What follows belongs to an exercise in optimizing a design on an open flow for small area and a short achievable clock period; a production flow would make more cautious choices.
Function was checked by simulation only, so behaviour that the tests miss may differ from the original.

==> flow/design.v (outline; a module is shown in full before it is edited, if it fits) <==
// module Lorenz_axi: 17503 lines
// module lz_fa: 4 lines
// module lz_ha: 4 lines
// module Encryptor_axi: 28 lines
// module Lorenz_Encryptor_Top: 46 lines
module Lorenz_Encryptor_Top (
    input wire clk,
    input wire rst,
    input wire [7:0]  s_axis_key_tdata,    
    input wire        s_axis_key_tvalid,   
    output wire       s_axis_key_tready,   
    output wire [7:0] m_axis_key_tdata,    
    output wire       m_axis_key_tvalid,   
    input wire        m_axis_key_tready,   
    input wire [7:0]  s_axis_pixel_tdata,   
    input wire        s_axis_pixel_tvalid,  
    output wire       s_axis_pixel_tready,  
    output wire [7:0] m_axis_pixel_tdata,   
    output wire       m_axis_pixel_tvalid,  
    input wire        m_axis_pixel_tready,  
    output wire done
);
  // ...
==> flow/flow/run.sh <==
#!/bin/bash
# The standard layout (standard synthesis included), with the timing
# repair steps aiming at a setup slack of SETUP_SLACK_MARGIN ns instead of 0.
# The make output goes to flow_standard.log; each step's own log is under orfs/logs.
set -uo pipefail
bash standard.sh SETUP_SLACK_MARGIN=12 TNS_END_PERCENT=10 finish > flow_standard.log 2>&1
==> flow/standard.sh <==
#!/bin/bash
# synth_recipe.tcl (not shown) runs the flow's synth.tcl, then flattens the netlist and writes it again
# the make line also repeats each setting of config.mk as NAME=value (left out here)
make -C /OpenROAD-flow-scripts/flow DESIGN_CONFIG=/design/flow/config.mk WORK_HOME=/design/flow/orfs CLKGATE_MAP_FILE= SYNTH_SCRIPT=/design/flow/synth_recipe.tcl "${@:-finish}"
==> flow/config.mk <==
export PLATFORM = sky130hd
export DESIGN_NAME = Lorenz_Encryptor_Top
export DESIGN_NICKNAME = Lorenz_Encryptor_Top
export VERILOG_FILES = /design/flow/design.v
export SDC_FILE = /design/flow/constraint.sdc
export NUM_CORES = 4
export LEC_CHECK = 0
export ABC_AREA = 1
export CAP_MARGIN = 20
export CORE_MARGIN = 2
export CORE_UTILIZATION = 40
export SLEW_MARGIN = 20
export SYNTH_HIERARCHICAL = 1
export SYNTH_MINIMUM_KEEP_SIZE = 0
==> flow/constraint.sdc <==
create_clock -name core_clock -period 22.0 [get_ports {clk}]
set_input_delay 4.4000 -clock core_clock [delete_from_list [all_inputs] [get_ports {clk}]]
set_output_delay 4.4000 -clock core_clock [all_outputs]
set_load 0.01 [all_outputs]
==> out/metrics.yaml, run 1 <==
floorplan:
  die_h_um: 477.6
  design.die.area_mm2: 0.2281
  taps: 2975
  core-area_mm2: 0.2225
global_route:
  antenna_found_initial: 10
  met2_usage: 0.4569
  top_usage_layer: "met2"
sta:
  tightest_slew_ps: 1001
  setup_viol: 0
  fin_ws_ps: 10410
  whs_ps: 483.6
routing:
  vias: 74450
  met2_length_um: 152800
  drt_iter0_markers: 8964
clocking:
  cts_buffers: 34
  ctsResizeCount: 820
  clock-root-buffer: "clkbuf_16"
  clock_latency_ps: 660
  post-cts-setup-buffers: 256
  clock-sinks: 232
cells_and_area:
  multi_input_area_share: 0.7921
  seq_cells: 232
  multi_input_cells: 7086
  syn_to_final_growth_pct: 14.23
  final_core_util: 0.4605
  mostFrequentLayoutCell: "fa_1"
logic_synthesis:
  synth-adder-area-share: 0.5513
  synth-seq-area-share: 0.06527
  synth_warnings: 8
  synth_area_leaders: "fa_1 (46%), xor2_1 (14%), o22ai_1 (9.2%)"
  muxShareOfSynthArea: 0.001353
  synthSimpleGateAreaFrac: 0.05619
outcome:
  status: "timing/DRC/antenna clean"
hold_path:
  hp-start: "lorenz_inst.y[43]"
placement:
  dp_hpwl_um: 239000
  gp_congestion: 0.9660
worst_setup_path:
  crit_path_max_fanout: 37
  worstSetupStartpoint: "lorenz_inst.z[0]"
  worstPathRequired_ps: 22510
==> run 2: changes to the inputs <==
--- a/flow/flow/run.sh
+++ b/flow/flow/run.sh
@@ -4,3 +4,3 @@
 # The make output goes to flow_standard.log; each step's own log is under orfs/logs.
 set -uo pipefail
-bash standard.sh SETUP_SLACK_MARGIN=12 TNS_END_PERCENT=10 finish > flow_standard.log 2>&1
+bash standard.sh SETUP_SLACK_MARGIN=10 TNS_END_PERCENT=10 finish > flow_standard.log 2>&1
==> out/metrics.yaml, run 2 <==
worst_setup_path:
  startpoint_type: "register"  # unchanged
  crit_arrival_ps: 12440  # was 12,100 ps
  crit_path_max_fanout: 37  # unchanged
  cp-end-kind: "register"  # unchanged
  rrSetupSlack_ps: 10070  # was 10,410 ps
  worstSetupStartpoint: "lorenz_inst.bone[9]"  # was lorenz_inst.z[0]
  critPathSlowestCell: "fa_2"  # was o211ai_1
  worstPathRequired_ps: 22510  # about the same
  slowest_delay_ps: 630  # was 710 ps
  path_common_cell: "fa_1"  # unchanged
  r2r_start: "lorenz_inst.bone[9]"  # was lorenz_inst.z[0]
  crit_type: "reg -> reg"  # unchanged
logic_synthesis:
  synthArstFlopShare: 0.9655  # unchanged
  syn_nets: 11530  # unchanged
  yosysMostFrequentCell: "fa_1"  # unchanged
  synth-edff-count: 8  # unchanged
  synth_area_leaders: "fa_1 (46%), xor2_1 (14%), o22ai_1 (9.2%)"  # unchanged
  synthCells: 8803  # unchanged
  syn_area_per_cell_um2: 10.19  # unchanged
  netlist_area_mm2: 0.08971  # unchanged
  ys_seq_elements: 232  # unchanged
  synth.distinct_cells: 57  # unchanged
  synth_top_area_frac: 0.4626  # unchanged
  ys_top_cells_by_count: "fa_1 (2,073), xor2_1 (1,408), o22ai_1 (1,322)"  # unchanged
  yosysTopAreaCell: "fa_1"  # unchanged
  ys_dominant_reg_cell: "dfrtp_1"  # unchanged
  synth_warnings: 8  # unchanged
  synth-seq-area-share: 0.06527  # unchanged
flow_run:
  cap_violations: 0  # unchanged
global_route:
  use_met1: 0.3727  # was 0.3928
  grt_pass1_vias: 76600  # was 79,420
  grt_max_degree: 122  # was 83
  grt_pass1_wl_um: 501000  # was 532,400 µm
  antenna_found_initial: 5  # was 10
  grtUsageMet3: 0.09714  # was 0.1257
  top_usage_layer: "met2"  # unchanged
  grt-ovfl-total: 0  # unchanged
  grt_usage: 0.2929  # was 0.3143
  met2_usage: 0.4360  # was 0.4569
floorplan:
  ios: 43  # unchanged
  design.die.area_mm2: 0.2281  # unchanged
  die_w_um: 477.6  # unchanged
  die_h_um: 477.6  # unchanged
  start_util: 0.4032  # unchanged
  core-area_mm2: 0.2225  # unchanged
  fp-row-count: 173  # unchanged
cells_and_area:
  top_regs: "lorenz_inst.y (44), lorenz_inst.z (44), lorenz_inst.x (43)"  # unchanged
  instances_no_fill: 11630  # was 11,760
  layout_common_cells: "fa_1 (2,024), xor2_1 (1,395), o22ai_1 (1,311)"  # was fa_1 (1,925), xor2_1 (1,388), o22ai_1 (1,299)
  nNetsFinal: 11350  # was 11,470
  fill_cells: 20960  # was 20,410
  mostFrequentLayoutCell: "fa_1"  # unchanged
  drive_gt1_frac: 0.1060  # was 0.1504
  syn_to_final_growth_pct: 10.26  # was 14.23%
clocking:
  cts_tree: "built"  # unchanged
  clock-root-buffer: "clkbuf_16"  # unchanged
  cts_buffers: 35  # was 34
  clock_latency_ps: 660  # about the same
  path_clk_slew_ps: 70  # was 60 ps
  clockBufferDepth: 3  # unchanged
  hold_buffers: 0  # unchanged
  clock-sinks: 232  # unchanged
  htreeDepth: 2  # unchanged
sta:
  clock_skew_ps: 51.26  # was 42.33 ps
  relSlewSlack: 0.2659  # was 0.3302
  tns_ps: 0  # unchanged
  slew_violations: 0  # unchanged
  period_minus_slack_ps: 11930  # was 11,590 ps
  whs_ps: 468.9  # was 483.6 ps
  rsz0062_at_grt: "yes"  # unchanged
  tightest_slew_ps: 1098  # was 1001 ps
  setup_viol: 0  # unchanged
  finalHoldViolCount: 0  # unchanged
  max_freq_ghz: 0.08384  # was 0.08631 GHz
  period_share: 0.5422  # was 0.5266
routing:
  wl_per_cell_um: 29.31  # was 30.68 µm
  vias: 72390  # was 74,450
  wirelength_um: 340800  # was 360,600 µm
  via_per_inst: 6.226  # was 6.333
  drc: 0  # unchanged
  first_pass_iters: 10  # was 9
  drt_iter0_markers: 9081  # was 8,964
  ant_nets: 0  # unchanged
placement:
  gp_congestion: 0.9737  # was 0.9660
  port-buffer-count: 38  # unchanged
  dp_hpwl_um: 238800  # was 239,000 µm
  place_inst: 11350  # was 11,330
hold_path:
  hp-start: "lorenz_inst.y[43]"  # unchanged
  hp-class: "reg -> reg"  # unchanged
outcome:
  status: "timing/DRC/antenna clean"  # unchanged
==> run 2: cell counts after synthesis <==
Identical to the previous run, type by type.
==> run 2: cell type report <==
type	instances	area, µm²	area share
multi-input combinational	7080	79510	0.8038
sequential	232	6026	0.06092
timing repair buffer	429	4908	0.04962
tap	2975	3722	0.03763
inverter	842	3420	0.03457
clock buffer	49	1020	0.01031
clock inverter	15	279.0	0.002821
timing repair inverter	3	20.02	0.0002024
antenna	3	7.507	0.00007590
==> run 2: worst max-delay path, delay by kind of cell, from the launching register on <==
family          cells  cell delay, ps
xor+xnor            2             320
buf+inv             4            1020
flops               1             440
simple gates        7            1130
compound gates      8            1430
fa+ha+maj          17            7340
==> run 2: final timing paths <==
| path | endpoint | depth (start not counted) |
|---|---|---|
| min in group asynchronous | lorenz_inst.btwo[3] | 2 |
| max in group asynchronous | lorenz_inst.x[31] | 3 |
| setup / recovery | lorenz_inst.y[25] | 38 |
| hold / removal | lorenz_inst.y[43] | 2 |
| hold reg to reg | lorenz_inst.y[43] | 2 |
| setup reg to reg | lorenz_inst.y[25] | 38 |
==> run 2: Yosys stat by module (local to each module, per instance) <==
module,flops+latches,cells,cell area (µm²),times used
lz_fa,0,1,20.02,1997
Lorenz_Encryptor_Top,0,2,15.01,1
Encryptor_axi,29,182,1488,1
Lorenz_axi,203,6446,46030,1
lz_ha,0,1,12.51,176
==> run 2: cell families after synthesis <==
family / synth area share
xor+xnor: 0.1443
fa+ha+maj: 0.5513
other cells: 0.00008372
buf+inv: 0.06299
flops: 0.06527
simple gates: 0.05619
compound gates: 0.1185
mux: 0.001353
==> run 2: stage by stage <==
stage                     setup slack, ps    util  cell area, µm²
final                               10070  0.4445           98910
after global routing                 9901  0.4445           98900
after CTS                            9955  0.4305           95790
after detailed placement             8252  0.4173           92870
after global placement               8396  0.4173           92870
after floorplan                     11020       -           89710
==> run 2: per-layer routing <==
metal,up-vias,share of wire
li1,28890,-
met1,36980,0.37
met2,5109,0.43
met3,1394,0.13
met4,14,0.072
met5,-,0.0024
==> run 2: timing repair <==
action                     CTS  global route
setup endpoints to repair  160           128
cloned                       3            14
pin swaps                   11            55
buffers inserted            51           143
gates resized for setup    295           452
==> run 3: changes to the inputs <==
--- a/flow/flow/run.sh
+++ b/flow/flow/run.sh
@@ -4,3 +4,3 @@
 # The make output goes to flow_standard.log; each step's own log is under orfs/logs.
 set -uo pipefail
-bash standard.sh SETUP_SLACK_MARGIN=10 TNS_END_PERCENT=10 finish > flow_standard.log 2>&1
+bash standard.sh SETUP_SLACK_MARGIN=11 TNS_END_PERCENT=0 finish > flow_standard.log 2>&1
==> out/metrics.yaml, run 3 <==
logic_synthesis:
  synth_warnings: 8  # unchanged
  synth_top_area_frac: 0.4626  # unchanged
  synthCells: 8803  # unchanged
  synth_area_leaders: "fa_1 (46%), xor2_1 (14%), o22ai_1 (9.2%)"  # unchanged
  synthArstFlopShare: 0.9655  # unchanged
  synth.distinct_cells: 57  # unchanged
  synth_top_family_by_area: "adder cells"  # unchanged
  synth-seq-area-share: 0.06527  # unchanged
  yosysTopAreaCell: "fa_1"  # unchanged
  ys_seq_elements: 232  # unchanged
  ys_dominant_reg_cell: "dfrtp_1"  # unchanged
  synth-edff-count: 8  # unchanged
  syn_nets: 11530  # unchanged
  syn_area_per_cell_um2: 10.19  # unchanged
  synth-compound-area-share: 0.1185  # unchanged
  yosysMostFrequentCell: "fa_1"  # unchanged
  synth-adder-area-share: 0.5513  # unchanged
  muxShareOfSynthArea: 0.001353  # unchanged
  synthSimpleGateAreaFrac: 0.05619  # unchanged
  netlist_area_mm2: 0.08971  # unchanged
  ys_top_cells_by_count: "fa_1 (2,073), xor2_1 (1,408), o22ai_1 (1,322)"  # unchanged
  synth_xor_area_frac: 0.1443  # unchanged
global_route:
  grt-ovfl-total: 0  # unchanged
  grt_pass1_wl_um: 510800  # was 501,000 µm
  grt_pass1_vias: 77710  # was 76,600
  antenna_found_initial: 7  # was 5
  grt_usage: 0.2995  # was 0.2929
  grt_max_degree: 122  # unchanged
clocking:
  clock-sinks: 232  # unchanged
  htreeDepth: 2  # unchanged
  cts_buffers: 35  # unchanged
  clock_latency_ps: 650  # was 660 ps
  cts_tree: "built"  # unchanged
  clockBufferDepth: 3  # unchanged
  hold_buffers: 0  # unchanged
  clock-root-buffer: "clkbuf_16"  # unchanged
  path_clk_slew_ps: 60  # was 70 ps
routing:
  via_per_inst: 6.252  # was 6.226
  vias: 73020  # was 72,390
  ant_nets: 0  # unchanged
  drc: 0  # unchanged
  wl_per_cell_um: 29.62  # was 29.31 µm
  wirelength_um: 345900  # was 340,800 µm
  first_pass_iters: 8  # was 10
  drt_iter0_markers: 9365  # was 9,081
worst_setup_path:
  cp-end-kind: "register"  # unchanged
  startpoint_type: "register"  # unchanged
  critPathSlowestCell: "fa_2"  # unchanged
  slowest_delay_ps: 590  # was 630 ps
  worstPathRequired_ps: 22560  # was 22,510 ps
  crit_arrival_ps: 12130  # was 12,440 ps
  path_common_cell: "fa_1"  # unchanged
  crit_path_max_fanout: 23  # was 37
  crit_type: "reg -> reg"  # unchanged
placement:
  gp_congestion: 0.9737  # unchanged
  post-place-ws_ps: 8252  # unchanged
  dp_hpwl_um: 238800  # unchanged
  port-buffer-count: 38  # unchanged
  place_area_mm2: 0.09287  # unchanged
sta:
  max_freq_ghz: 0.08636  # was 0.08384 GHz
  rsz0062_at_grt: "yes"  # unchanged
  tightest_slew_ps: 1089  # was 1098 ps
  clock_skew_ps: 48.67  # was 51.26 ps
  slew_violations: 0  # unchanged
  period_minus_slack_ps: 11580  # was 11,930 ps
  setup_viol: 0  # unchanged
  period_share: 0.5263  # was 0.5422
  tns_ps: 0  # unchanged
  fin_ws_ps: 10420  # was 10,070 ps
  relSlewSlack: 0.2717  # was 0.2659
  finalHoldViolCount: 0  # unchanged
cells_and_area:
  mostFrequentLayoutCell: "fa_1"  # unchanged
  nNetsFinal: 11410  # was 11,350
  drive_gt1_frac: 0.1285  # was 0.1060
  syn_to_final_growth_pct: 12.21  # was 10.26%
  layout_common_cells: "fa_1 (1,974), xor2_1 (1,384), o22ai_1 (1,299)"  # was fa_1 (2,024), xor2_1 (1,395), o22ai_1 (1,311)
  top_regs: "lorenz_inst.y (44), lorenz_inst.z (44), lorenz_inst.x (43)"  # unchanged
  design_area_mm2: 0.1007  # was 0.09891 mm²
  final_core_util: 0.4524  # was 0.4445
floorplan:
  die_h_um: 477.6  # unchanged
  fp-row-count: 173  # unchanged
  start_util: 0.4032  # unchanged
  design.die.area_mm2: 0.2281  # unchanged
  ios: 43  # unchanged
  die_w_um: 477.6  # unchanged
  core-area_mm2: 0.2225  # unchanged
outcome:
  status: "timing/DRC/antenna clean"  # unchanged
flow_run:
  cap_violations: 0  # unchanged
hold_path:
  hp-class: "reg -> reg"  # unchanged
==> run 3: cell counts after synthesis <==
No cell type changed its count.
==> run 3: worst max-delay path, delay by kind of cell (launching register included) <==
kind                       cells  cell delay (ps)
adders and majority gates     18             7420
and+or+nand+nor               10             1290
buffers and inverters          7             1500
AOI/OAI and AO/OA              1              160
xor gates and xnor gates       2              650
DFF                            1              390
==> run 3: kinds of logic after synthesis <==
| logic type | after synthesis |
|---|---|
| fa+ha+maj | 2709 |
| compound gates | 1725 |
| buf+inv | 1494 |
| xor+xnor | 1478 |
| simple gates | 1151 |
| flops | 232 |
| mux | 12 |
| other cells | 2 |
==> run 3: per-stage QoR <==
stage / instances / hold WS, ps
6_report: 11680 / 468.5
3_3_place_gp: 11350 / 459.7
2_1_floorplan: 8803 / 441.2
4_1_cts: 11580 / 471.1
5_1_grt: 11680 / 487.6
3_5_place_dp: 11350 / 459.5
==> run 3: per-module statistics from Yosys (local to each module, per instance) <==
module                cells inside  times used
Encryptor_axi                  182           1
lz_fa                            1        1997
Lorenz_axi                    6446           1
lz_ha                            1         176
Lorenz_Encryptor_Top             2           1
==> run 3: what timing repair did <==
action / 4_1_cts / 5_1_grt
setup buffers: 146 / 90
resized for setup: 677 / 253
setup endpoints to repair: 183 / 170
gates cloned: 15 / 12
pin swaps: 86 / 108
==> run 3: cell type report <==
type / count / area (µm²)
Fill cell: 20740 / 121900
Timing Repair inverter: 2 / 15.01
Inverter: 842 / 3465
Antenna cell: 3 / 7.507
Clock buffer: 49 / 1020
Timing Repair Buffer: 479 / 5715
Tap cell: 2975 / 3722
Multi-Input combinational cell: 7083 / 80400
Clock inverter: 15 / 279.0
Sequential cell: 232 / 6033
==> run 3: path summary, 6_finish.rpt <==
kind	from	to	slack [ps]	cells after the start
setup / recovery	lorenz_inst.x[25]	lorenz_inst.y[25]	10420	38
hold / removal	lorenz_inst.y[43]	lorenz_inst.y[43]	470	2
setup reg to reg	lorenz_inst.x[25]	lorenz_inst.y[25]	10420	38
hold reg to reg	lorenz_inst.y[43]	lorenz_inst.y[43]	470	2
max in group asynchronous	rst	lorenz_inst.y[30]	16420	3
min in group asynchronous	rst	lorenz_inst.btwo[3]	4360	2
==> run 3: layer usage <==
metal / GRT usage / vias up / wire, µm
met5: 0.004412 / - / 1106
met4: 0.1758 / 18 / 25810
met3: 0.1038 / 1466 / 44700
met2: 0.4422 / 5380 / 148100
met1: 0.3789 / 37150 / 126200
li1: - / 29010 / -
==> run 4: changes to the inputs <==
--- a/flow/flow/run.sh
+++ b/flow/flow/run.sh
@@ -4,3 +4,3 @@
 # The make output goes to flow_standard.log; each step's own log is under orfs/logs.
 set -uo pipefail
-bash standard.sh SETUP_SLACK_MARGIN=11 TNS_END_PERCENT=0 finish > flow_standard.log 2>&1
+bash standard.sh SETUP_SLACK_MARGIN=11 TNS_END_PERCENT=10 SKIP_INCREMENTAL_REPAIR=1 finish > flow_standard.log 2>&1
==> out/metrics.yaml, run 4 <==
logic_synthesis:
  synth-seq-area-share: 0.06527  # unchanged
  synth_warnings: 8  # unchanged
  synth_xor_area_frac: 0.1443  # unchanged
  synth-compound-area-share: 0.1185  # unchanged
  synth_top_family_by_area: "adder cells"  # unchanged
  synth-edff-count: 8  # unchanged
  yosysTopAreaCell: "fa_1"  # unchanged
  ys_top_cells_by_count: "fa_1 (2,073), xor2_1 (1,408), o22ai_1 (1,322)"  # unchanged
  synth_area_leaders: "fa_1 (46%), xor2_1 (14%), o22ai_1 (9.2%)"  # unchanged
  synth_top_area_frac: 0.4626  # unchanged
  ys_seq_elements: 232  # unchanged
  synthSimpleGateAreaFrac: 0.05619  # unchanged
  synthCells: 8803  # unchanged
  syn_area_per_cell_um2: 10.19  # unchanged
  ys_dominant_reg_cell: "dfrtp_1"  # unchanged
  muxShareOfSynthArea: 0.001353  # unchanged
  synthArstFlopShare: 0.9655  # unchanged
  syn_nets: 11530  # unchanged
  yosysMostFrequentCell: "fa_1"  # unchanged
  synth-adder-area-share: 0.5513  # unchanged
  synth.distinct_cells: 57  # unchanged
  netlist_area_mm2: 0.08971  # unchanged
worst_setup_path:
  slowest_delay_ps: 930  # was 590 ps
  crit_path_max_fanout: 28  # was 23
  crit_type: "reg -> reg"  # unchanged
  path_common_cell: "fa_1"  # unchanged
  worstSetupPathDepth: 34  # was 38
  critPathSlowestCell: "xor2_1"  # was fa_2
  cp_top_family: "adder cells"  # unchanged
  crit_buf_inv: 6  # was 7
  startpoint_type: "register"  # unchanged
  cp-end-kind: "register"  # unchanged
  worstPathRequired_ps: 22550  # was 22,560 ps
  crit_arrival_ps: 12260  # was 12,130 ps
  rr_worst_depth: 34  # was 38
outcome:
  status: "timing/DRC/antenna clean"  # unchanged
global_route:
  grt_usage: 0.3033  # was 0.2995
  grt_pass1_wl_um: 516600  # was 510,800 µm
  antenna_found_initial: 12  # was 7
  grt-ovfl-total: 0  # unchanged
  grt_pass1_vias: 78410  # was 77,710
  grt_max_degree: 122  # unchanged
floorplan:
  die_h_um: 477.6  # unchanged
  fp-row-count: 173  # unchanged
  start_util: 0.4032  # unchanged
  core-area_mm2: 0.2225  # unchanged
  die_w_um: 477.6  # unchanged
  ios: 43  # unchanged
  design.die.area_mm2: 0.2281  # unchanged
cells_and_area:
  syn_to_final_growth_pct: 11.41  # was 12.21%
  design_area_mm2: 0.09994  # was 0.1007 mm²
  fill_cells: 20780  # was 20,740
  top_regs: "lorenz_inst.y (44), lorenz_inst.z (44), lorenz_inst.x (43)"  # unchanged
  nNetsFinal: 11360  # was 11,410
  mostFrequentLayoutCell: "fa_1"  # unchanged
  layout_common_cells: "fa_1 (1,992), xor2_1 (1,394), o22ai_1 (1,308)"  # was fa_1 (1,974), xor2_1 (1,384), o22ai_1 (1,299)
  instances_no_fill: 11640  # was 11,680
  drive_gt1_frac: 0.1169  # was 0.1285
placement:
  place_inst: 11350  # unchanged
  place_area_mm2: 0.09287  # unchanged
  dp_hpwl_um: 238800  # unchanged
  port-buffer-count: 38  # unchanged
  gp_congestion: 0.9737  # unchanged
sta:
  tightest_slew_ps: 1096  # was 1089 ps
  period_minus_slack_ps: 11710  # was 11,580 ps
  finalHoldViolCount: 0  # unchanged
  setup_viol: 0  # unchanged
  whs_ps: 468.9  # was 468.5 ps
  slew_violations: 0  # unchanged
  clock_skew_ps: 57.21  # was 48.67 ps
  tns_ps: 0  # unchanged
  relSlewSlack: 0.2674  # was 0.2717
  period_share: 0.5321  # was 0.5263
  max_freq_ghz: 0.08543  # was 0.08636 GHz
clocking:
  hold_buffers: 0  # unchanged
  ctsResizeCount: 811  # was 677
  post-cts-setup-buffers: 192  # was 146
  htreeDepth: 2  # unchanged
  path_clk_slew_ps: 50  # was 60 ps
  cts_tree: "built"  # unchanged
  clock-root-buffer: "clkbuf_16"  # unchanged
  clock-sinks: 232  # unchanged
  cts_buffers: 35  # unchanged
  clockBufferDepth: 3  # unchanged
  clock_latency_ps: 650  # about the same
routing:
  drt_iter0_markers: 9364  # was 9,365
  vias: 73030  # was 73,020
  ant_nets: 0  # unchanged
  first_pass_iters: 9  # was 8
  wl_per_cell_um: 29.81  # was 29.62 µm
  wirelength_um: 347000  # was 345,900 µm
  drc: 0  # unchanged
  via_per_inst: 6.274  # was 6.252
hold_path:
  min_path_cells: 2  # unchanged
  hp-class: "reg -> reg"  # unchanged
flow_run:
  cap_violations: 0  # unchanged
-- run 4: per-module statistics from Yosys (local to each module, per instance) --
module	flops+latches	copies in the design	cells inside
Lorenz_Encryptor_Top	0	1	2
Encryptor_axi	29	1	182
lz_fa	0	1997	1
Lorenz_axi	203	1	6446
lz_ha	0	176	1
-- run 4: cell type report --
cell class	count	area, µm²	share of cell area
Multi-Input combinational cell	7081	80080	0.8013
Sequential cell	232	6018	0.06022
Timing Repair Buffer	436	5350	0.05353
Tap cell	2975	3722	0.03724
Inverter	842	3437	0.03439
Clock buffer	49	1020	0.01020
Clock inverter	15	279.0	0.002792
Antenna cell	8	20.02	0.0002003
Timing Repair inverter	2	15.01	0.0001502
-- run 4: cells by family after synthesis --
group           Yosys count
flops                   232
compound gates         1725
other cells               2
fa+ha+maj              2709
buf+inv                1494
simple gates           1151
mux                      12
xor+xnor               1478
-- run 4: worst min-delay path, cell delays in order (launching register included) --
cell     delay (ps)
dfrtp_1         340
nand2_1          50
nand2_1          40
-- run 4: path summary, 6_finish.rpt --
| kind | end | slack [ps] | start |
|---|---|---|---|
| max | lorenz_inst.y[25] | 10290 | lorenz_inst.x[31] |
| min | lorenz_inst.y[43] | 470 | lorenz_inst.y[43] |
| max reg2reg | lorenz_inst.y[25] | 10290 | lorenz_inst.x[31] |
| min reg2reg | lorenz_inst.y[43] | 470 | lorenz_inst.y[43] |
| max in group asynchronous | lorenz_inst.x[5] | 16450 | rst |
| min in group asynchronous | lorenz_inst.btwo[3] | 4350 | rst |
-- run 4: through the flow --
step	setup slack [ps]	utilization
2_1_floorplan	11020	-
3_3_place_gp	8396	0.4173
3_5_place_dp	8252	0.4173
4_1_cts	10570	0.4491
5_1_grt	9951	0.4491
6_report	10290	0.4491
-- run 4: routing by layer --
layer / routed length (µm) / track usage / share of wire
met4: 26810 / 0.1827 / 0.077
met3: 46320 / 0.1093 / 0.13
met1: 126100 / 0.3810 / 0.36
met2: 147600 / 0.4463 / 0.43
met5: 115 / 0.0008403 / 0.00033
==> run 5: changes to the inputs <==
==> flow/flow/run.sh (replaced) <==
#!/bin/bash
# The standard layout (standard synthesis included), with the timing
# repair steps aiming at a setup slack of SETUP_SLACK_MARGIN ns instead of 0.
# The make output goes to flow_standard.log; each step's own log is under orfs/logs.
set -uo pipefail
bash standard.sh SETUP_SLACK_MARGIN=10.5 TNS_END_PERCENT=0 finish > flow_standard.log 2>&1
==> out/metrics.yaml, run 5 <==
outcome:
  status: "timing/DRC/antenna clean"  # unchanged
sta:
  setup_viol: 0  # unchanged
  slew_violations: 0  # unchanged
  rsz0062_at_grt: "yes"
  finalHoldViolCount: 0  # unchanged
  tightest_slew_ps: 1071  # was 1096 ps
  clock_skew_ps: 48.70  # was 57.21 ps
  max_freq_ghz: 0.08680  # was 0.08543 GHz
  period_minus_slack_ps: 11520  # was 11,710 ps
  relSlewSlack: 0.2838  # was 0.2674
  tns_ps: 0  # unchanged
  period_share: 0.5237  # was 0.5321
clocking:
  cts_tree: "built"  # unchanged
  clockBufferDepth: 3  # unchanged
  cts_buffers: 35  # unchanged
  clock-sinks: 232  # unchanged
  hold_buffers: 0  # unchanged
  path_clk_slew_ps: 70  # was 50 ps
  clock_latency_ps: 670  # was 650 ps
  htreeDepth: 2  # unchanged
  clock-root-buffer: "clkbuf_16"  # unchanged
floorplan:
  ios: 43  # unchanged
  die_h_um: 477.6  # unchanged
  fp-row-count: 173  # unchanged
  core-area_mm2: 0.2225  # unchanged
  design.die.area_mm2: 0.2281  # unchanged
  die_w_um: 477.6  # unchanged
  start_util: 0.4032  # unchanged
logic_synthesis:
  yosysMostFrequentCell: "fa_1"  # unchanged
  synth_warnings: 8  # unchanged
  ys_seq_elements: 232  # unchanged
  synthCells: 8803  # unchanged
  syn_nets: 11530  # unchanged
  synth-seq-area-share: 0.06527  # unchanged
  ys_dominant_reg_cell: "dfrtp_1"  # unchanged
  synth-edff-count: 8  # unchanged
  synth_top_area_frac: 0.4626  # unchanged
  synth.distinct_cells: 57  # unchanged
  yosysTopAreaCell: "fa_1"  # unchanged
  synthArstFlopShare: 0.9655  # unchanged
  synth_area_leaders: "fa_1 (46%), xor2_1 (14%), o22ai_1 (9.2%)"  # unchanged
  netlist_area_mm2: 0.08971  # unchanged
  ys_top_cells_by_count: "fa_1 (2,073), xor2_1 (1,408), o22ai_1 (1,322)"  # unchanged
  syn_area_per_cell_um2: 10.19  # unchanged
worst_setup_path:
  crit_arrival_ps: 12040  # was 12,260 ps
  crit_buf_inv: 5  # was 6
  startpoint_type: "register"  # unchanged
  crit_path_max_fanout: 28  # unchanged
  crit_type: "reg -> reg"  # unchanged
  cp-end-kind: "register"  # unchanged
  worstPathRequired_ps: 22520  # was 22,550 ps
  cp_top_family: "adder cells"  # unchanged
  critPathSlowestCell: "o211ai_1"  # was xor2_1
  path_common_cell: "fa_1"  # unchanged
  worstSetupPathDepth: 32  # was 34
  slowest_delay_ps: 760  # was 930 ps
  rr_worst_depth: 32  # was 34
global_route:
  grt_pass1_vias: 77520  # was 78,410
  grt-ovfl-total: 0  # unchanged
  grt_usage: 0.2985  # was 0.3033
  antenna_found_initial: 8  # was 12
  grt_pass1_wl_um: 509300  # was 516,600 µm
  grt_max_degree: 122  # unchanged
hold_path:
  hp-class: "reg -> reg"  # unchanged
  min_path_cells: 2  # unchanged
cells_and_area:
  layout_common_cells: "fa_1 (1,961), xor2_1 (1,386), o22ai_1 (1,297)"  # was fa_1 (1,992), xor2_1 (1,394), o22ai_1 (1,308)
  fill_cells: 20640  # was 20,780
  mostFrequentLayoutCell: "fa_1"  # unchanged
  nNetsFinal: 11460  # was 11,360
  multi_input_area_mm2: 0.08071  # was 0.08008 mm²
  design_area_mm2: 0.1017  # was 0.09994 mm²
  ff_latch_area_mm2: 0.006037  # was 0.006018 mm²
  top_regs: "lorenz_inst.y (44), lorenz_inst.z (44), lorenz_inst.x (43)"  # unchanged
  syn_to_final_growth_pct: 13.34  # was 11.41%
  drive_gt1_frac: 0.1396  # was 0.1169
placement:
  dp_hpwl_um: 238800  # unchanged
  port-buffer-count: 38  # unchanged
  gp_congestion: 0.9737  # unchanged
  place_area_mm2: 0.09287  # unchanged
routing:
  wirelength_um: 350600  # was 347,000 µm
  ant_nets: 0  # unchanged
  via_per_inst: 6.249  # was 6.274
  first_pass_iters: 8  # was 9
  drt_iter0_markers: 9337  # was 9,364
  vias: 73340  # was 73,030
  wl_per_cell_um: 29.87  # was 29.81 µm
  drc: 0  # unchanged
flow_run:
  cap_violations: 0  # unchanged
==> run 5: cell counts after synthesis <==
No cell type changed its count.
==> run 5: kinds of logic (layout without fill, tap and decap cells) <==
family,after synthesis,after routing,synth area share
simple gates,1151,1155,0.05619
mux,12,12,0.001353
other cells,2,8,0.00008372
fa+ha+maj,2709,2709,0.5513
compound gates,1725,1726,0.1185
flops,232,232,0.06527
buf+inv,1494,1442,0.06299
xor+xnor,1478,1478,0.1443
==> run 5: path summary, 6_finish.rpt <==
kind / start / to / slack [ps]
worst max-delay path: lorenz_inst.bone[2] / lorenz_inst.y[25] / 10480
worst min-delay path: lorenz_inst.y[43] / lorenz_inst.y[43] / 470
worst max register to register: lorenz_inst.bone[2] / lorenz_inst.y[25] / 10480
worst min register to register: lorenz_inst.y[43] / lorenz_inst.y[43] / 470
max in group asynchronous: rst / lorenz_inst.y[30] / 16420
min in group asynchronous: rst / lorenz_inst.btwo[3] / 4340
==> run 5: Yosys stat by module (local to each module, per instance) <==
module                cell area, µm²  times used
Lorenz_axi                     46030           1
Encryptor_axi                   1488           1
lz_ha                          12.51         176
lz_fa                          20.02        1997
Lorenz_Encryptor_Top           15.01           1
==> run 5: per-stage QoR <==
| step | instances | setup slack (ps) | hold slack, ps | util |
|---|---|---|---|---|
| after floorplan | 8803 | 11020 | 441.2 | - |
| after global placement | 11350 | 8396 | 459.7 | 0.4173 |
| after detailed placement | 11350 | 8252 | 459.5 | 0.4173 |
| after CTS | 11560 | 10460 | 471.1 | 0.4409 |
| after global routing | 11730 | 10280 | 487.6 | 0.4569 |
| final | 11740 | 10480 | 470.3 | 0.4569 |
==> run 5: tightest hold or removal path, stage by stage (launching register included) <==
cell,delay (ps)
dfrtp_1,340
nand2_1,50
nand2_1,40
==> run 5: final cells by class <==
class	instances	share of cell area
Multi-Input combinational cell	7082	0.7938
Timing Repair Buffer	534	0.06272
Sequential cell	232	0.05937
Tap cell	2975	0.03661
Inverter	842	0.03442
Clock buffer	49	0.01003
Clock inverter	15	0.002744
Timing Repair inverter	2	0.0001477
Antenna cell	6	0.0001477
==> run 5: what timing repair did <==
| action | in CTS | in global routing |
|---|---|---|
| gates resized for setup | 613 | 406 |
| endpoints found under the setup margin | 177 | 148 |
| pin swaps | 66 | 159 |
| gates cloned | 13 | 22 |
| setup buffers | 134 | 148 |
==> run 5: metal layers <==
metal	track usage	wire length (µm)
met1	0.3771	126600
met2	0.4396	149100
met3	0.1070	47560
met4	0.1741	26820
met5	0.002101	621
==> run 6: changes to the inputs <==
--- a/flow/flow/run.sh
+++ b/flow/flow/run.sh
@@ -4,3 +4,3 @@
 # The make output goes to flow_standard.log; each step's own log is under orfs/logs.
 set -uo pipefail
-bash standard.sh SETUP_SLACK_MARGIN=10.5 TNS_END_PERCENT=0 finish > flow_standard.log 2>&1
+bash standard.sh SETUP_SLACK_MARGIN=11 TNS_END_PERCENT=10 finish > flow_standard.log 2>&1
==> out/metrics.yaml, run 6 <==
outcome:
  status: "timing/DRC/antenna clean"  # unchanged
cells_and_area:
  syn_to_final_growth_pct: 13.63  # was 13.34%
  nNetsFinal: 11480  # was 11,460
  top_regs: "lorenz_inst.y (44), lorenz_inst.z (44), lorenz_inst.x (43)"  # unchanged
  drive_gt1_frac: 0.1447  # was 0.1396
  mostFrequentLayoutCell: "fa_1"  # unchanged
  layout_common_cells: "fa_1 (1,953), xor2_1 (1,387), o22ai_1 (1,300)"  # was fa_1 (1,961), xor2_1 (1,386), o22ai_1 (1,297)
  instances_no_fill: 11760  # was 11,740
floorplan:
  core-area_mm2: 0.2225  # unchanged
  ios: 43  # unchanged
  start_util: 0.4032  # unchanged
  fp-row-count: 173  # unchanged
  design.die.area_mm2: 0.2281  # unchanged
  die_h_um: 477.6  # unchanged
  die_w_um: 477.6  # unchanged
worst_setup_path:
  rr_worst_depth: 44  # was 32
  crit_arrival_ps: 12010  # was 12,040 ps
  cp-end-kind: "register"  # unchanged
  crit_type: "reg -> reg"  # unchanged
  critPathSlowestCell: "fa_2"  # was o211ai_1
  worstSetupStartpoint: "lorenz_inst.z[18]"  # was lorenz_inst.bone[2]
  startpoint_type: "register"  # unchanged
  critPathCapture: "lorenz_inst.z[26]"  # was lorenz_inst.y[25]
  crit_path_max_fanout: 5  # was 28
  slowest_delay_ps: 640  # was 760 ps
  rrSetupSlack_ps: 10530  # was 10,480 ps
  rr_endpoint: "lorenz_inst.z[26]"  # was lorenz_inst.y[25]
  r2r_start: "lorenz_inst.z[18]"  # was lorenz_inst.bone[2]
  worstPathRequired_ps: 22540  # was 22,520 ps
  path_common_cell: "fa_1"  # unchanged
sta:
  relSlewSlack: 0.2802  # was 0.2838
  period_minus_slack_ps: 11470  # was 11,520 ps
  rsz0062_at_grt: "yes"  # unchanged
  tightest_slew_ps: 1076  # was 1071 ps
  max_freq_ghz: 0.08719  # was 0.08680 GHz
  clock_skew_ps: 57.97  # was 48.70 ps
  finalHoldViolCount: 0  # unchanged
  slew_violations: 0  # unchanged
  tns_ps: 0  # unchanged
  setup_viol: 0  # unchanged
  period_share: 0.5213  # was 0.5237
  whs_ps: 471.0  # was 470.3 ps
placement:
  gp_congestion: 0.9737  # unchanged
  dp_hpwl_um: 238800  # unchanged
  port-buffer-count: 38  # unchanged
  place_inst: 11350  # unchanged
logic_synthesis:
  syn_area_per_cell_um2: 10.19  # unchanged
  synth_top_area_frac: 0.4626  # unchanged
  ys_seq_elements: 232  # unchanged
  ys_top_cells_by_count: "fa_1 (2,073), xor2_1 (1,408), o22ai_1 (1,322)"  # unchanged
  synth_xor_area_frac: 0.1443  # unchanged
  yosysTopAreaCell: "fa_1"  # unchanged
  muxShareOfSynthArea: 0.001353  # unchanged
  synth_top_family_by_area: "adder cells"  # unchanged
  synth-adder-area-share: 0.5513  # unchanged
  synthCells: 8803  # unchanged
  netlist_area_mm2: 0.08971  # unchanged
  synth-edff-count: 8  # unchanged
  synthSimpleGateAreaFrac: 0.05619  # unchanged
  synth-seq-area-share: 0.06527  # unchanged
  syn_nets: 11530  # unchanged
  synth-compound-area-share: 0.1185  # unchanged
  synth_area_leaders: "fa_1 (46%), xor2_1 (14%), o22ai_1 (9.2%)"  # unchanged
  yosysMostFrequentCell: "fa_1"  # unchanged
  ys_dominant_reg_cell: "dfrtp_1"  # unchanged
  synthArstFlopShare: 0.9655  # unchanged
  synth_warnings: 8  # unchanged
  synth.distinct_cells: 57  # unchanged
routing:
  vias: 73660  # was 73,340
  wl_per_cell_um: 29.84  # was 29.87 µm
  ant_nets: 0  # unchanged
  via_per_inst: 6.265  # was 6.249
  first_pass_iters: 8  # unchanged
  drt_iter0_markers: 9493  # was 9,337
  wirelength_um: 350800  # was 350,600 µm
  drc: 0  # unchanged
hold_path:
  min_path_cells: 2  # unchanged
  hp-class: "reg -> reg"  # unchanged
clocking:
  hold_buffers: 0  # unchanged
  clockBufferDepth: 3  # unchanged
  htreeDepth: 2  # unchanged
  path_clk_slew_ps: 60  # was 70 ps
  clock-sinks: 232  # unchanged
  cts_tree: "built"  # unchanged
  clock-root-buffer: "clkbuf_16"  # unchanged
  cts_buffers: 35  # unchanged
  clock_latency_ps: 660  # was 670 ps
global_route:
  use_met1: 0.3810  # was 0.3771
  grtUsageMet3: 0.1093  # was 0.1070
  top_usage_layer: "met2"  # unchanged
  met2_usage: 0.4463  # was 0.4396
  grt_pass1_wl_um: 516600  # was 509,300 µm
  antenna_found_initial: 11  # was 8
  grt_max_degree: 122  # unchanged
  grt_pass1_vias: 78410  # was 77,520
  grt_usage: 0.3033  # was 0.2985
  grt-ovfl-total: 0  # unchanged
flow_run:
  cap_violations: 0  # unchanged
## run 6: cell counts after synthesis
No cell type changed its count.
## run 6: how the worst min path moves through the flow
| stage | to | slack (ps) | from |
|---|---|---|---|
| floorplan | encryptor_inst.count[19] | 440 | encryptor_inst.count[19] |
| global placement | encryptor_inst.count[19] | 460 | encryptor_inst.count[19] |
| detailed placement | lorenz_inst.y[43] | 460 | lorenz_inst.y[43] |
| CTS | lorenz_inst.y[43] | 470 | lorenz_inst.y[43] |
| global route | lorenz_inst.y[43] | 490 | lorenz_inst.y[43] |
| finish | lorenz_inst.y[43] | 470 | lorenz_inst.y[43] |
## run 6: layout make-up
cell class	instances	area (µm²)
inverter	842	3531
clock inverter	15	279.0
fill	20590	120600
timing repair inverter	2	15.01
timing repair buffer	552	6516
multi-input combinational	7084	80810
clock buffer	49	1020
tap	2975	3722
antenna	6	15.01
sequential	232	6032
## run 6: modules after synthesis (local to each module, per instance)
module | area (µm²) | copies in the design | flip-flops and latches | cells inside
Lorenz_axi | 46030 | 1 | 203 | 6446
Lorenz_Encryptor_Top | 15.01 | 1 | 0 | 2
Encryptor_axi | 1488 | 1 | 29 | 182
lz_ha | 12.51 | 176 | 0 | 1
lz_fa | 20.02 | 1997 | 0 | 1
## run 6: worst max-delay path: cells and delay by family (launching register included)
| kind | cells | cell delay, ps |
|---|---|---|
| adder cells (fa/ha/maj) | 17 | 7590 |
| AND/OR/NAND/NOR | 14 | 1340 |
| AO/OA/AOI/OAI | 6 | 940 |
| buffers and inverters | 7 | 900 |
| flip-flops | 1 | 520 |
## run 6: what timing repair did
item,4_1_cts,5_1_grt
pin swaps,137,137
buffers inserted,192,111
gates cloned,26,8
endpoints found under the setup margin,183,167
resized for setup,811,238
## run 6: per-layer routing
| metal | part of all wire | routed length, µm |
|---|---|---|
| met2 | 0.42 | 149000 |
| met3 | 0.13 | 46820 |
| met4 | 0.078 | 27530 |
| met5 | 0.0013 | 443 |
| met1 | 0.36 | 127000 |
## run 6: cell families after synthesis
group                      after synthesis
other                                    2
adders and majority gates             2709
muxes                                   12
DFF                                    232
buffers and inverters                 1494
AOI/OAI and AO/OA                     1725
and+or+nand+nor                       1151
xor gates and xnor gates              1478
## run 6: stage by stage
stage,utilization,instance area [µm²],setup slack [ps]
final,0.4581,101900,10530
after global routing,0.4580,101900,10310
after CTS,0.4491,99920,10570
after detailed placement,0.4173,92870,8252
after global placement,0.4173,92870,8396
after floorplan,-,89710,11020
==> run 7: changes to the inputs <==
--- a/flow/flow/run.sh
+++ b/flow/flow/run.sh
@@ -4,3 +4,3 @@
 # The make output goes to flow_standard.log; each step's own log is under orfs/logs.
 set -uo pipefail
-bash standard.sh SETUP_SLACK_MARGIN=11 TNS_END_PERCENT=10 finish > flow_standard.log 2>&1
+bash standard.sh SETUP_SLACK_MARGIN=11.5 TNS_END_PERCENT=0 finish > flow_standard.log 2>&1
--- a/flow/config.mk
+++ b/flow/config.mk
@@ -9,5 +9,5 @@
 export CAP_MARGIN = 20
 export CORE_MARGIN = 2
-export CORE_UTILIZATION = 40
+export CORE_UTILIZATION = 50
 export SLEW_MARGIN = 20
 export SYNTH_HIERARCHICAL = 1
==> out/metrics.yaml, run 7 <==
cells_and_area:
  syn_to_final_growth_pct: 11.21  # was 13.63%
  multi_input_area_mm2: 0.07979  # was 0.08081 mm²
  fill_cells: 15340  # was 20,590
  final_core_util: 0.5591  # was 0.4581
  top_regs: "lorenz_inst.y (44), lorenz_inst.z (44), lorenz_inst.x (43)"  # unchanged
  ff_latch_area_mm2: 0.006047  # was 0.006032 mm²
  drive_gt1_frac: 0.1199  # was 0.1447
  instances_no_fill: 11070  # was 11,760
  mostFrequentLayoutCell: "fa_1"  # unchanged
  nNetsFinal: 11400  # was 11,480
  layout_common_cells: "fa_1 (2,007), xor2_1 (1,393), o22ai_1 (1,309)"  # was fa_1 (1,953), xor2_1 (1,387), o22ai_1 (1,300)
global_route:
  grt-ovfl-total: 0  # unchanged
  antenna_found_initial: 10  # was 11
  grt_max_degree: 117  # was 122
  grt_usage: 0.3862  # was 0.3033
  grt_pass1_vias: 77780  # was 78,410
  grt_pass1_wl_um: 515800  # was 516,600 µm
hold_path:
  hp-class: "reg -> reg"  # unchanged
  min_path_cells: 2  # unchanged
floorplan:
  die_h_um: 427.6  # was 477.6 µm
  ios: 43  # unchanged
  design.die.area_mm2: 0.1828  # was 0.2281 mm²
  start_util: 0.5028  # was 0.4032
  die_w_um: 427.6  # was 477.6 µm
  fp-row-count: 155  # was 173
  core-area_mm2: 0.1784  # was 0.2225 mm²
logic_synthesis:
  ys_dominant_reg_cell: "dfrtp_1"  # unchanged
  syn_nets: 11530  # unchanged
  synth.distinct_cells: 57  # unchanged
  synth-seq-area-share: 0.06527  # unchanged
  synthCells: 8803  # unchanged
  synth_warnings: 8  # unchanged
  netlist_area_mm2: 0.08971  # unchanged
  ys_top_cells_by_count: "fa_1 (2,073), xor2_1 (1,408), o22ai_1 (1,322)"  # unchanged
  syn_area_per_cell_um2: 10.19  # unchanged
  yosysTopAreaCell: "fa_1"  # unchanged
  synthArstFlopShare: 0.9655  # unchanged
  yosysMostFrequentCell: "fa_1"  # unchanged
  ys_seq_elements: 232  # unchanged
  synth_area_leaders: "fa_1 (46%), xor2_1 (14%), o22ai_1 (9.2%)"  # unchanged
  synth-edff-count: 8  # unchanged
  synth_top_area_frac: 0.4626  # unchanged
placement:
  port-buffer-count: 38  # unchanged
  gp_congestion: 0.9878  # was 0.9737
  place_inst: 10710  # was 11,350
  post-place-ws_ps: 8525  # was 8252 ps
  dp_hpwl_um: 235100  # was 238,800 µm
sta:
  tightest_slew_ps: 1150  # was 1076 ps
  relSlewSlack: 0.2310  # was 0.2802
  clock_skew_ps: 93.82  # was 57.97 ps
  max_freq_ghz: 0.08569  # was 0.08719 GHz
  slew_violations: 0  # unchanged
  period_minus_slack_ps: 11670  # was 11,470 ps
  setup_viol: 0  # unchanged
  finalHoldViolCount: 0  # unchanged
  rsz0062_at_grt: "yes"  # unchanged
  fin_ws_ps: 10330  # was 10,530 ps
  tns_ps: 0  # unchanged
  period_share: 0.5305  # was 0.5213
worst_setup_path:
  critPathSlowestCell: "fa_2"  # unchanged
  cp-end-kind: "register"  # unchanged
  r2r_start: "lorenz_inst.z[17]"  # was lorenz_inst.z[18]
  startpoint_type: "register"  # unchanged
  rr_endpoint: "lorenz_inst.y[25]"  # was lorenz_inst.z[26]
  worstSetupStartpoint: "lorenz_inst.z[17]"  # was lorenz_inst.z[18]
  rr_worst_depth: 36  # was 44
  crit_type: "reg -> reg"  # unchanged
  crit_arrival_ps: 12190  # was 12,010 ps
  worstPathRequired_ps: 22520  # was 22,540 ps
  critPathCapture: "lorenz_inst.y[25]"  # was lorenz_inst.z[26]
  crit_path_max_fanout: 37  # was 5
  path_common_cell: "fa_1"  # unchanged
  rrSetupSlack_ps: 10330  # was 10,530 ps
  slowest_delay_ps: 620  # was 640 ps
clocking:
  clock-root-buffer: "clkbuf_16"  # unchanged
  hold_buffers: 0  # unchanged
  path_clk_slew_ps: 70  # was 60 ps
  cts_tree: "built"  # unchanged
  clock_latency_ps: 720  # was 660 ps
  clock-sinks: 232  # unchanged
  cts_buffers: 36  # was 35
  clockBufferDepth: 3  # unchanged
  htreeDepth: 2  # unchanged
flow_run:
  cap_violations: 0  # unchanged
routing:
  via_per_inst: 6.679  # was 6.265
  drc: 0  # unchanged
  drt_iter0_markers: 9754  # was 9,493
  wl_per_cell_um: 32.14  # was 29.84 µm
  vias: 73930  # was 73,660
  ant_nets: 0  # unchanged
  first_pass_iters: 12  # was 8
  wirelength_um: 355700  # was 350,800 µm
outcome:
  status: "timing/DRC/antenna clean"  # unchanged
run 7: cell counts after synthesis:
No cell type changed its count.
run 7: through the flow:
stage | area (µm²) | hold slack [ps]
finish | 99760 | 475.0
global route | 99730 | 507.4
CTS | 98220 | 480.5
detailed placement | 92140 | 467.2
global placement | 92140 | 459.1
floorplan | 89920 | 441.2
run 7: worst min path at each step:
stage | startpoint | endpoint | slack (ps)
after global routing | lorenz_inst.y[42] | lorenz_inst.y[42] | 510
after detailed placement | lorenz_inst.y[43] | lorenz_inst.y[43] | 470
final | lorenz_inst.y[42] | lorenz_inst.y[42] | 480
after floorplan | encryptor_inst.count[19] | encryptor_inst.count[19] | 440
after CTS | lorenz_inst.y[43] | lorenz_inst.y[43] | 480
after global placement | lorenz_inst.y[42] | lorenz_inst.y[42] | 460
run 7: kinds of logic (layout without fill, tap and decap cells):
logic type,after synthesis,in the layout,synth area share
AO/OA/AOI/OAI,1725,1727,0.1185
XOR/XNOR,1478,1478,0.1443
adder cells (fa/ha/maj),2709,2709,0.5513
buffers and inverters,1494,1387,0.06299
flip-flops,232,232,0.06527
multiplexers,12,12,0.001353
other,2,15,0.00008372
AND/OR/NAND/NOR,1151,1153,0.05619
run 7: timing repair:
item                       in CTS  in global routing
buffers inserted              158                 73
pin swaps                      55                 66
gates resized for setup       655                148
setup endpoints to repair     183                181
cloned                         29                 16
run 7: layout make-up:
class | count | share of cell area
Inverter | 842 | 0.03607
Sequential cell | 232 | 0.06062
Timing Repair inverter | 6 | 0.0005393
Tap cell | 2355 | 0.02954
Clock inverter | 21 | 0.002521
Timing Repair Buffer | 473 | 0.06048
Multi-Input combinational cell | 7081 | 0.7998
Antenna cell | 13 | 0.0003261
Clock buffer | 45 | 0.01008
run 7: routing by layer:
metal | global-route usage | vias up | share of wire
met5 | 0.02266 | - | 0.0020
met2 | 0.5491 | 5780 | 0.41
met3 | 0.1534 | 1737 | 0.15
met1 | 0.4964 | 37360 | 0.36
met4 | 0.2243 | 26 | 0.078
li1 | - | 29020 | -
run 7: modules after synthesis (local to each module, per instance):
module | cell area, µm² | cells inside
Lorenz_Encryptor_Top | 15.01 | 2
lz_ha | 12.51 | 1
Encryptor_axi | 1488 | 182
Lorenz_axi | 46030 | 6446
lz_fa | 20.02 | 1
run 7: critical path: cells and delay by family, from the launching register on:
family / cells / cell delay, ps
fa+ha+maj: 18 / 7600
compound gates: 2 / 310
xor+xnor: 2 / 380
simple gates: 6 / 1520
flops: 1 / 560
buf+inv: 8 / 1170
==> run 8: changes to the inputs <==
--- a/flow/config.mk
+++ b/flow/config.mk
@@ -9,5 +9,5 @@
 export CAP_MARGIN = 20
 export CORE_MARGIN = 2
-export CORE_UTILIZATION = 50
+export CORE_UTILIZATION = 33
 export SLEW_MARGIN = 20
 export SYNTH_HIERARCHICAL = 1
==> out/metrics.yaml, run 8 <==
routing:
  ant_nets: 0  # unchanged
  wl_per_cell_um: 28.79  # was 32.14 µm
  first_pass_iters: 10  # was 12
  drt_iter0_markers: 10140  # was 9,754
  drc: 0  # unchanged
  top_layer: "met5"  # unchanged
  wl_met1_um: 126200  # was 128,700 µm
  met2_length_um: 153300  # was 145,900 µm
  wirelength_um: 354000  # was 355,700 µm
  met3WireLength_um: 44940  # was 52,430 µm
  vias: 73750  # was 73,930
  via_per_inst: 5.998  # was 6.679
sta:
  max_freq_ghz: 0.08586  # was 0.08569 GHz
  tns_ps: 0  # unchanged
  slew_violations: 0  # unchanged
  tightest_slew_ps: 1033  # was 1150 ps
  clock_skew_ps: 51.07  # was 93.82 ps
  period_share: 0.5294  # was 0.5305
  period_minus_slack_ps: 11650  # was 11,670 ps
  relSlewSlack: 0.3114  # was 0.2310
  finalHoldViolCount: 0  # unchanged
  setup_viol: 0  # unchanged
  rsz0062_at_grt: "yes"  # unchanged
cells_and_area:
  multi_input_area_mm2: 0.08024  # was 0.07979 mm²
  syn_to_final_growth_pct: 13.47  # was 11.21%
  ff_latch_area_mm2: 0.006080  # was 0.006047 mm²
  top_regs: "lorenz_inst.y (44), lorenz_inst.z (44), lorenz_inst.x (43)"  # unchanged
  final_core_util: 0.3763  # was 0.5591
  layout_common_cells: "fa_1 (1,990), xor2_1 (1,390), o22ai_1 (1,299)"  # was fa_1 (2,007), xor2_1 (1,393), o22ai_1 (1,309)
  mostFrequentLayoutCell: "fa_1"  # unchanged
  fill_cells: 26350  # was 15,340
  nNetsFinal: 11420  # was 11,400
  drive_gt1_frac: 0.1289  # was 0.1199
global_route:
  grt-ovfl-total: 0  # unchanged
  grt_pass1_vias: 78560  # was 77,780
  grt_max_degree: 83  # was 117
  grt_usage: 0.2475  # was 0.3862
  grt_pass1_wl_um: 514000  # was 515,800 µm
  antenna_found_initial: 11  # was 10
logic_synthesis:
  synthCells: 8803  # unchanged
  yosysTopAreaCell: "fa_1"  # unchanged
  synthArstFlopShare: 0.9655  # unchanged
  syn_nets: 11530  # unchanged
  synth_area_leaders: "fa_1 (46%), xor2_1 (14%), o22ai_1 (9.2%)"  # unchanged
  synth.distinct_cells: 57  # unchanged
  syn_area_per_cell_um2: 10.19  # unchanged
  netlist_area_mm2: 0.08971  # unchanged
  yosysMostFrequentCell: "fa_1"  # unchanged
  ys_top_cells_by_count: "fa_1 (2,073), xor2_1 (1,408), o22ai_1 (1,322)"  # unchanged
  synth_top_area_frac: 0.4626  # unchanged
  synth-edff-count: 8  # unchanged
  ys_dominant_reg_cell: "dfrtp_1"  # unchanged
  synth_warnings: 8  # unchanged
  synth-seq-area-share: 0.06527  # unchanged
  ys_seq_elements: 232  # unchanged
worst_setup_path:
  worstPathRequired_ps: 22530  # was 22,520 ps
  rrSetupSlack_ps: 10350  # was 10,330 ps
  crit_type: "reg -> reg"  # unchanged
  crit_path_max_fanout: 37  # unchanged
  startpoint_type: "register"  # unchanged
  critPathSlowestCell: "o211ai_1"  # was fa_2
  cp_top_family: "adder cells"  # unchanged
  crit_arrival_ps: 12180  # was 12,190 ps
  cp-end-kind: "register"  # unchanged
  slowest_delay_ps: 720  # was 620 ps
  path_common_cell: "fa_1"  # unchanged
  crit_buf_inv: 6  # was 8
clocking:
  path_clk_slew_ps: 60  # was 70 ps
  clock_latency_ps: 680  # was 720 ps
  cts_tree: "built"  # unchanged
  clock-root-buffer: "clkbuf_16"  # unchanged
  htreeDepth: 2  # unchanged
  cts_buffers: 37  # was 36
  clockBufferDepth: 3  # unchanged
  hold_buffers: 0  # unchanged
  clock-sinks: 232  # unchanged
floorplan:
  die_h_um: 525.4  # was 427.6 µm
  die_w_um: 525.4  # was 427.6 µm
  ios: 43  # unchanged
  start_util: 0.3316  # was 0.5028
  core-area_mm2: 0.2705  # was 0.1784 mm²
  design.die.area_mm2: 0.2760  # was 0.1828 mm²
  fp-row-count: 191  # was 155
hold_path:
  hp-class: "reg -> reg"  # unchanged
outcome:
  status: "timing/DRC/antenna clean"  # unchanged
flow_run:
  cap_violations: 0  # unchanged
placement:
  gp_congestion: 0.9684  # was 0.9878
  port-buffer-count: 38  # unchanged
  dp_hpwl_um: 238000  # was 235,100 µm
## run 8: cell counts after synthesis
Identical to the previous run, type by type.
## run 8: final timing paths
kind / from / end / cells past startpoint
hold reg to reg: lorenz_inst.y[43] / lorenz_inst.y[43] / 2
min in group asynchronous: rst / lorenz_inst.k[5] / 2
setup reg to reg: lorenz_inst.x[3] / lorenz_inst.y[25] / 33
setup / recovery: lorenz_inst.x[3] / lorenz_inst.y[25] / 33
hold / removal: lorenz_inst.y[43] / lorenz_inst.y[43] / 2
max in group asynchronous: rst / lorenz_inst.x[9] / 3
## run 8: metrics by stage
stage          cell area (µm²)  std cells  hold WS (ps)  worst slack, ps
6_report                101800      12300         472.1            10350
5_1_grt                 101800      12290         509.2            10120
4_1_cts                  97950      12110         471.9            10290
3_5_place_dp             93630      11930         460.5             8496
3_3_place_gp             93630      11930         463.5             8548
2_1_floorplan            89920       8803         441.2            11380
## run 8: metal layers
layer | global-route usage | vias up
met5 | 0.005368 | -
met4 | 0.1479 | 18
li1 | - | 29040
met1 | 0.3060 | 37590
met2 | 0.3774 | 5468
met3 | 0.07733 | 1642
## run 8: area by class of cell
type	count	area share
multi-input cells	7078	0.7883
repair inverters	1	0.00007375
clock inverters	22	0.002360
inverters	842	0.03413
clock buffers	45	0.009993
flip-flops and latches	232	0.05973
repair buffers	495	0.06128
diodes	11	0.0002704
well taps	3570	0.04388
## run 8: kinds of logic (layout without fill, tap and decap cells)
kind of cell               Yosys count  after routing  share of synthesized area
and+or+nand+nor                   1151           1152                    0.05619
AOI/OAI and AO/OA                 1725           1725                     0.1185
DFF                                232            232                    0.06527
xor gates and xnor gates          1478           1478                     0.1443
buffers and inverters             1494           1405                    0.06299
other                                2             13                 0.00008372
adders and majority gates         2709           2709                     0.5513
muxes                               12             12                   0.001353
## run 8: timing repair
item                       CTS  global route
gates cloned                12            24
resized for setup          485           447
setup endpoints to repair  183           183
setup buffers              101           153
pin swaps                   40           129
## run 8: per-module statistics from Yosys, one instance, submodules excluded
module	flops+latches	cell area [µm²]	cells	copies in the design
Lorenz_Encryptor_Top	0	15.01	2	1
Encryptor_axi	29	1488	182	1
lz_ha	0	12.51	1	176
lz_fa	0	20.02	1	1997
Lorenz_axi	203	46030	6446	1
## run 8: tightest hold or removal path, stage by stage, from the launching register on
cell and delay, ps:
dfrtp_1 340, nand2_1 60, nand2_1 50
==> run 9: changes to the inputs <==
--- a/flow/config.mk
+++ b/flow/config.mk
@@ -9,5 +9,5 @@
 export CAP_MARGIN = 20
 export CORE_MARGIN = 2
-export CORE_UTILIZATION = 33
+export CORE_UTILIZATION = 40
 export SLEW_MARGIN = 20
 export SYNTH_HIERARCHICAL = 1
==> out/metrics.yaml, run 9 <==
worst_setup_path:
  crit_arrival_ps: 12100  # was 12,180 ps
  cp-end-kind: "register"  # unchanged
  crit_type: "reg -> reg"  # unchanged
  path_common_cell: "fa_1"  # unchanged
flow_run:
  cap_violations: 0  # unchanged
floorplan:
  die_h_um: 477.6  # was 525.4 µm
  core-area_mm2: 0.2225  # was 0.2705 mm²
  ios: 43  # unchanged
  design.die.area_mm2: 0.2281  # was 0.2760 mm²
  die_w_um: 477.6  # was 525.4 µm
  fp-row-count: 173  # was 191
  start_util: 0.4032  # was 0.3316
sta:
  rsz0062_at_grt: "yes"  # unchanged
  fin_ws_ps: 10380  # was 10,350 ps
  slew_violations: 0  # unchanged
  max_freq_ghz: 0.08609  # was 0.08586 GHz
  relSlewSlack: 0.2660  # was 0.3114
  finalHoldViolCount: 0  # unchanged
  tns_ps: 0  # unchanged
routing:
  ant_nets: 0  # unchanged
  drc: 0  # unchanged
  via_per_inst: 6.316  # was 5.998
  first_pass_iters: 9  # was 10
logic_synthesis:
  synth_top_area_frac: 0.4626  # unchanged
  synth-seq-area-share: 0.06527  # unchanged
  ys_dominant_reg_cell: "dfrtp_1"  # unchanged
  synthArstFlopShare: 0.9655  # unchanged
  yosysTopAreaCell: "fa_1"  # unchanged
  synthCells: 8803  # unchanged
  netlist_area_mm2: 0.08971  # unchanged
  synth_area_leaders: "fa_1 (46%), xor2_1 (14%), o22ai_1 (9.2%)"  # unchanged
  ys_top_cells_by_count: "fa_1 (2,073), xor2_1 (1,408), o22ai_1 (1,322)"  # unchanged
  syn_area_per_cell_um2: 10.19  # unchanged
clocking:
  path_clk_slew_ps: 50  # was 60 ps
  cts_tree: "built"  # unchanged
  clock-root-buffer: "clkbuf_16"  # unchanged
  clock-sinks: 232  # unchanged
  cts_buffers: 35  # was 37
hold_path:
  hp-class: "reg -> reg"  # unchanged
placement:
  place_inst: 11330  # was 11,930
  gp_congestion: 0.9897  # was 0.9684
  port-buffer-count: 38  # unchanged
cells_and_area:
  top_regs: "lorenz_inst.y (44), lorenz_inst.z (44), lorenz_inst.x (43)"  # unchanged
outcome:
  status: "timing/DRC/antenna clean"  # unchanged
global_route:
  grt_pass1_wl_um: 526000  # was 514,000 µm
  grt_usage: 0.3099  # was 0.2475
-- run 9: cell counts after synthesis --
Identical to the previous run, type by type.
-- run 9: cell type report --
class,count,area [µm²]
clock inverters,19,215.2
multi-input cells,7083,80160
repair inverters,7,60.06
fillers,20820,121900
diodes,3,7.507
flip-flops and latches,232,6051
inverters,842,3538
clock buffers,43,967.2
well taps,2975,3722
repair buffers,494,5938
-- run 9: per-module statistics from Yosys, one instance, submodules excluded --
module                flops+latches  cells  times used  area, µm²
lz_ha                             0      1         176      12.51
Encryptor_axi                    29    182           1       1488
Lorenz_axi                      203   6446           1      46030
lz_fa                             0      1        1997      20.02
Lorenz_Encryptor_Top              0      2           1      15.01
-- run 9: worst paths after layout --
kind,slack (ps),start,end
max,10380,lorenz_inst.x[27],lorenz_inst.y[25]
min,470,lorenz_inst.y[43],lorenz_inst.y[43]
max reg2reg,10380,lorenz_inst.x[27],lorenz_inst.y[25]
min reg2reg,470,lorenz_inst.y[43],lorenz_inst.y[43]
max in group asynchronous,16080,rst,lorenz_inst.x[29]
min in group asynchronous,4330,rst,lorenz_inst.key_select[1]
-- run 9: repair_timing --
action | 4_1_cts | 5_1_grt
gates resized for setup | 610 | 202
hold endpoints to repair | 0 | 0
cloned | 33 | 7
setup buffers | 202 | 58
pin swaps | 69 | 63
endpoints found under the setup margin | 183 | 181
-- run 9: worst max-delay path: cells and delay by family (launching register included) --
family | cells | cell delay [ps]
adders and majority gates | 19 | 7950
and+or+nand+nor | 4 | 480
xor gates and xnor gates | 2 | 760
AOI/OAI and AO/OA | 6 | 940
buffers and inverters | 5 | 660
DFF | 1 | 680
-- run 9: kinds of logic (layout without fill, tap and decap cells) --
kind of cell	Yosys count	in the layout	synth area share
XOR/XNOR	1478	1478	0.1443
AND/OR/NAND/NOR	1151	1154	0.05619
flip-flops	232	232	0.06527
multiplexers	12	12	0.001353
adder cells (fa/ha/maj)	2709	2709	0.5513
other	2	5	0.00008372
buffers and inverters	1494	1405	0.06299
AO/OA/AOI/OAI	1725	1728	0.1185
-- run 9: stage by stage --
stage | instance area [µm²] | hold slack (ps) | utilization
final | 100700 | 473.0 | 0.4523
after global routing | 100600 | 512.1 | 0.4523
after CTS | 99200 | 473.7 | 0.4458
after detailed placement | 92880 | 460.9 | 0.4174
after global placement | 92880 | 462.2 | 0.4174
after floorplan | 89920 | 441.2 | -
-- run 9: per-layer routing --
metal | GRT usage | up-vias | wire length [µm]
li1 | - | 29060 | -
met1 | 0.3953 | 37580 | 129600
met2 | 0.4539 | 5587 | 150600
met3 | 0.1024 | 1643 | 47740
met4 | 0.1900 | 12 | 28720
met5 | 0.006092 | - | 265

## what the ideal ports hide
Ports are ideal in the flow. The routed layouts listed here were re-timed in OpenROAD.
Step 1: set_driving_cell puts a clkbuf_16 on clk and a buf_2 on each other input, an assumption about the parent block.
Step 2 adds t to the input delays and takes it off the output delays; t is the mean of the earliest and latest rising clock arrival at the registers after step 1. Input paths then give back, and output paths get back, about the clock's delay inside the block.
Three values: ideal ports, drivers, drivers and shift; two values: the first two.
run	shift t [ns]	slack for setup (ns)	latest minus earliest clock arrival (ns)
run 1	0.734	10.414 / 10.414 / 10.414	0.043 / 0.043
run 2	0.712	10.072 / 10.072 / 10.072	0.052 / 0.052
run 3	0.706	10.420 / 10.420 / 10.420	0.051 / 0.051
run 4	0.703	10.294 / 10.294 / 10.294	0.058 / 0.058
run 5	0.730	10.479 / 10.479 / 10.479	0.050 / 0.050
run 6	0.706	10.531 / 10.531 / 10.531	0.059 / 0.058
run 7	0.762	10.329 / 10.329 / 10.329	0.095 / 0.095
run 8	0.754	10.353 / 10.353 / 10.353	0.051 / 0.051
run 9	0.712	10.384 / 10.384 / 10.384	0.046 / 0.046
After both steps every run listed still meets setup and hold.
